Context: an optimization exercise on an open-source flow, tuned for small area and a short achievable clock period. The choices shown serve that exercise and are no tape-out recipe. In this exercise RTL edits were held to simulation tests only and were not proved equivalent to the original.

Design mac_acc_sigmoid, start of the top module:
module mac_acc_sigmoid(
  input clk2,
  input rst2,
  input [127:0] pixelsIn,
  input [127:0] weightsIn,
  input [7:0] b,
  output [7:0] dout);
  reg [1:0] ph;        
  reg f;               
  reg [7:0] dreg;      
  wire ph0 = (ph == 2'd0);
  wire [21:0] sum;     
  always @(posedge clk2) begin
    ph <= rst2 ? 2'd0 : ph + 2'd1;
    f <= (ph == 2'd3);
  end
  reg acc0_0;
  reg acc1_0;
  reg acc2_0;
  reg acc0_1;
  reg acc1_1;
  reg acc2_1;
  reg acc0_2;
  reg acc1_2;
  reg acc2_2;
  reg acc0_3;
  reg acc1_3;
  reg acc2_3;
  reg acc0_4;
  reg acc1_4;
  reg acc2_4;
  reg acc0_5;
  reg acc1_5;
  reg acc2_5;
  reg acc0_6;
  reg acc1_6;
  reg acc2_6;
  reg acc0_7;
  reg acc1_7;
  reg acc2_7;
  reg acc0_8;
  reg acc1_8;
  reg acc2_8;
  reg acc0_9;
  reg acc1_9;
  reg acc2_9;
  reg acc0_10;
  reg acc1_10;
  reg acc2_10;
  reg acc0_11;
  reg acc1_11;
  reg acc2_11;
  reg acc0_12;
  reg acc1_12;
  reg acc2_12;
  reg acc0_13;
  reg acc1_13;
  reg acc2_13;
  reg acc0_14;
  reg acc1_14;
  reg acc2_14;
  reg acc0_15;
  reg acc1_15;
  reg acc2_15;
  reg acc0_16;
  reg acc1_16;
  reg acc2_16;
  reg acc0_17;
  reg acc1_17;
  reg acc2_17;
  reg acc0_18;
  reg acc1_18;
  reg acc2_18;
  reg acc0_19;
  reg acc1_19;
  reg acc2_19;
  reg acc0_20;
  reg acc1_20;
  ...
make LEC_CHECK=0 ABC_AREA=1 CAP_MARGIN=20 CORE_MARGIN=2 CORE_UTILIZATION=40 SETUP_SLACK_MARGIN=4.3 SLEW_MARGIN=20 SYNTH_HIERARCHICAL=1 finish   # period 11.5 ns
run.sh (not shown) runs the stock make flow with config.mk's settings and CLKGATE_MAP_FILE= SYNTH_SCRIPT=/design/flow/synth_recipe.tcl, a recipe that flattens the netlist after the stock synthesis.
The baseline went through all stages and came out clean.
==> next run, changes <==
- CORE_UTILIZATION: 40 -> 55
- PLACE_DENSITY: not set -> 0.7
- SETUP_SLACK_MARGIN: 4.3 -> 4.6
After rerunning:
- hold slack stays flat
- cell count goes down by 4.9%
- worst setup slack gains 0.14 ns
- wire length climbs by 3.3%
- sequential share of layout area is lower by 0.23 points
- die area went down by 27%
- global-route usage rises by 15 points
- design area increases by 6.1%
- clock-buffer cell count is unchanged
- flip-flop and latch count is unchanged


mac_acc_sigmoid, a different RTL version from the one above (not shown whole).
For scale: about 3200 cells after synthesis, ~270 I/O pins, roughly 31000 um^2 of cells after synthesis.
clock: 11.5 ns
lec_check: 0
abc_area: 1
cap_margin: 20
core_margin: 2
core_utilization: 47
gpl_routability_driven: 0
setup_slack_margin: 4.45
slew_margin: 20
synth_hierarchical: 1
Change:
--- a/flow/config.mk
+++ b/flow/config.mk
@@ -11 +11 @@
-export CORE_UTILIZATION = 47
+export CORE_UTILIZATION = 52
@@ -13 +13 @@
-export SETUP_SLACK_MARGIN = 4.45
+export SETUP_SLACK_MARGIN = 4.3
Effect: The new run finished with timing, DRC and antenna clean. Utilization climbs by 4.6 points. Synthesized cell count stays the same. Clock-buffer cell count stays the same. Setup slack degrades by 0.049 ns. Fmax drops by 0.67%. Via count drops by 1.2%. Design area drops by 2.1%.
Change:
--- a/flow/config.mk
+++ b/flow/config.mk
@@ -11 +11 @@
-export CORE_UTILIZATION = 52
+export CORE_UTILIZATION = 40
@@ -13 +13 @@
-export SETUP_SLACK_MARGIN = 4.3
+export SETUP_SLACK_MARGIN = 4.45
Effect:
- register-to-register slack improves by 0.12 ns
- clock-buffer cell count is unchanged
- synthesized area does not change
- first-iteration DRC count decreases by 12%
- die area increases by 29%
- cell area increases by 3.8%
Change:
--- a/flow/config.mk
+++ b/flow/config.mk
@@ -11 +11 @@
-export CORE_UTILIZATION = 40
+export CORE_UTILIZATION = 47
@@ -13 +13 @@
-export SETUP_SLACK_MARGIN = 4.45
+export SETUP_SLACK_MARGIN = 4.3
After rerunning:
- routed wire length went down slightly
- cell area shrinks by a few percent
- final cell count drops by a few percent
- non-clock buffer count is lower by 18
- setup slack is worse by 0.069 ns
- count of clock-buffer cells in the layout stays the same
- worst hold slack improved by 0.0093 ns
- fmax decreases slightly
- sequential share of layout area goes up by 0.12 points
- via count grows slightly


mac_acc_sigmoid, a different RTL version from the one above (not shown whole).
For scale: ~3300 cells after synthesis, ~31000 um^2 of cells after synthesis.
==> flow/design.v (excerpt) <==
module mac_acc_sigmoid(
  input clk2,
  input rst2,
  input [127:0] pixelsIn,
  input [127:0] weightsIn,
  input [7:0] b,
  output [7:0] dout);
Settings: LEC_CHECK=0, ABC_AREA=1, CAP_MARGIN=20, CORE_MARGIN=2, CORE_UTILIZATION=40, SETUP_SLACK_MARGIN=4.15, SLEW_MARGIN=20, SYNTH_HIERARCHICAL=1; clock period 11.5 ns.
The starting point passed the timing, DRC and antenna checks.
Then changed:
GPL_ROUTABILITY_DRIVEN = 0   (was default)
SETUP_SLACK_MARGIN = 4.3   (was 4.15)
What happened:
- setup slack improves by 0.14 ns
- synthesized cell count does not change
Then changed:
GPL_ROUTABILITY_DRIVEN = default   (was 0)
Final area came out higher slightly.
Count of clock-buffer cells in the layout does not change.
Worst setup slack gains 0.016 ns.
Worst hold slack is about the same.
Sequential share of layout area is about the same.
Cell count went up slightly.
Critical path depth is unchanged.
Via count stays flat.


## the reference run
mac_acc_sigmoid, a different RTL version from the one above (not shown whole).
For scale: roughly 3000 cells after synthesis, ~270 I/O pins, roughly 0.032 mm^2 of cells after synthesis.
export LEC_CHECK = 0
export ABC_CLOCK_PERIOD_IN_PS = 7000
export CAP_MARGIN = 20
export CORE_MARGIN = 2
export CORE_UTILIZATION = 40
export SETUP_SLACK_MARGIN = 5
export SLEW_MARGIN = 20
export SYNTH_HIERARCHICAL = 1
create_clock -name core_clock -period 11.5 [get_ports {clk2}]
Looking at the reports, the reference run completed the entire flow and the layout it produced met the timing, DRC and antenna checks.
## Diff of input files: the trial run against the reference run
# the reference run
export LEC_CHECK = 0
export ABC_CLOCK_PERIOD_IN_PS = 7000
export CAP_MARGIN = 20
export CORE_MARGIN = 2
export CORE_UTILIZATION = 40
export SETUP_SLACK_MARGIN = 5
export SLEW_MARGIN = 20
export SYNTH_HIERARCHICAL = 1
create_clock -name core_clock -period 11.5 [get_ports {clk2}]
# the trial run
export LEC_CHECK = 0
export ABC_CLOCK_PERIOD_IN_PS = 7000
export CAP_MARGIN = 20
export CORE_MARGIN = 2
export CORE_UTILIZATION = 40
export SETUP_SLACK_MARGIN = 4
export SLEW_MARGIN = 20
export SYNTH_HIERARCHICAL = 1
create_clock -name core_clock -period 11.5 [get_ports {clk2}]
==> run notes <==
The run with more routed wire is the reference run, not the trial run. Cmp the trial run and the reference run / final weighted congestion of routability-driven global placement / lower: the trial run. Final critical delay including setup and external delays: the trial run worse than the reference run. The trial run ended with every stage complete and zero timing, DRC or antenna violations. Of the trial run and the reference run, the higher initial antenna violation count belongs to the trial run. The number of gates on the worst path with buffers counted in the trial run sits 8 below the value recorded for the reference run. Looking at number of cells in the finished layout apart from fillers across the trial run and the reference run, the one that comes out lower is the trial run.

-- static timing again, ports no longer ideal --
In the flow no input, the clock included, has a driving cell. The finished layouts below were timed again as built, in two steps.
Step 1 sets driving cells, clkbuf_16 on the clock port and buf_2 on the other inputs (assumed; they add their load-dependent delay and slew).
Step 2 times the ports against the registers' clock, not the clock port: input delays grow and output delays shrink by t, the midpoint of the rising clock arrivals with the driver on.
Slacks: ideal ports / drivers / drivers and shift; pairs: ideal ports / drivers.
run	t (ns)	setup WS [ns]	worst hold slack (ns)	slew at the worst register clock pin (ns)	worst slew at a driven data input, ns
the first run of note 1	0.443	4.288 / 4.325 / 3.882	0.454 / 0.454 / 0.454	0.08 / 0.08	0.13
the second run of note 1	0.425	4.432 / 4.426 / 4.001	0.452 / 0.452 / 0.452	0.08 / 0.08	0.11
the first run of note 2	0.439	4.349 / 4.367 / 3.928	0.446 / 0.446 / 0.446	0.07 / 0.07	0.11
the second run of note 2	0.434	4.300 / 4.321 / 3.887	0.447 / 0.447 / 0.447	0.08 / 0.08	0.09
the third run of note 2	0.432	4.398 / 4.372 / 3.940	0.446 / 0.446 / 0.446	0.07 / 0.07	0.13
the fourth run of note 2	0.436	4.329 / 4.358 / 3.922	0.456 / 0.456 / 0.456	0.08 / 0.08	0.11
the first run of note 3	0.439	4.163 / 4.198 / 3.759	0.456 / 0.456 / 0.456	0.09 / 0.09	0.11
the second run of note 3	0.445	4.301 / 4.304 / 3.859	0.454 / 0.454 / 0.454	0.08 / 0.08	0.11
the third run of note 3	0.440	4.317 / 4.296 / 3.856	0.451 / 0.451 / 0.451	0.08 / 0.08	0.10
the reference run	0.439	4.259 / 4.204 / 4.072	0.439 / 0.439 / 0.439	0.08 / 0.08	0.14
the trial run	0.449	4.027 / 4.016 / 3.567	0.439 / 0.439 / 0.439	0.07 / 0.07	0.12
After both steps every run listed still meets setup and hold. The setup slack of the third run of note 3, which loses most, moves by -0.021 ns with the drivers and by -0.461 ns with both steps.
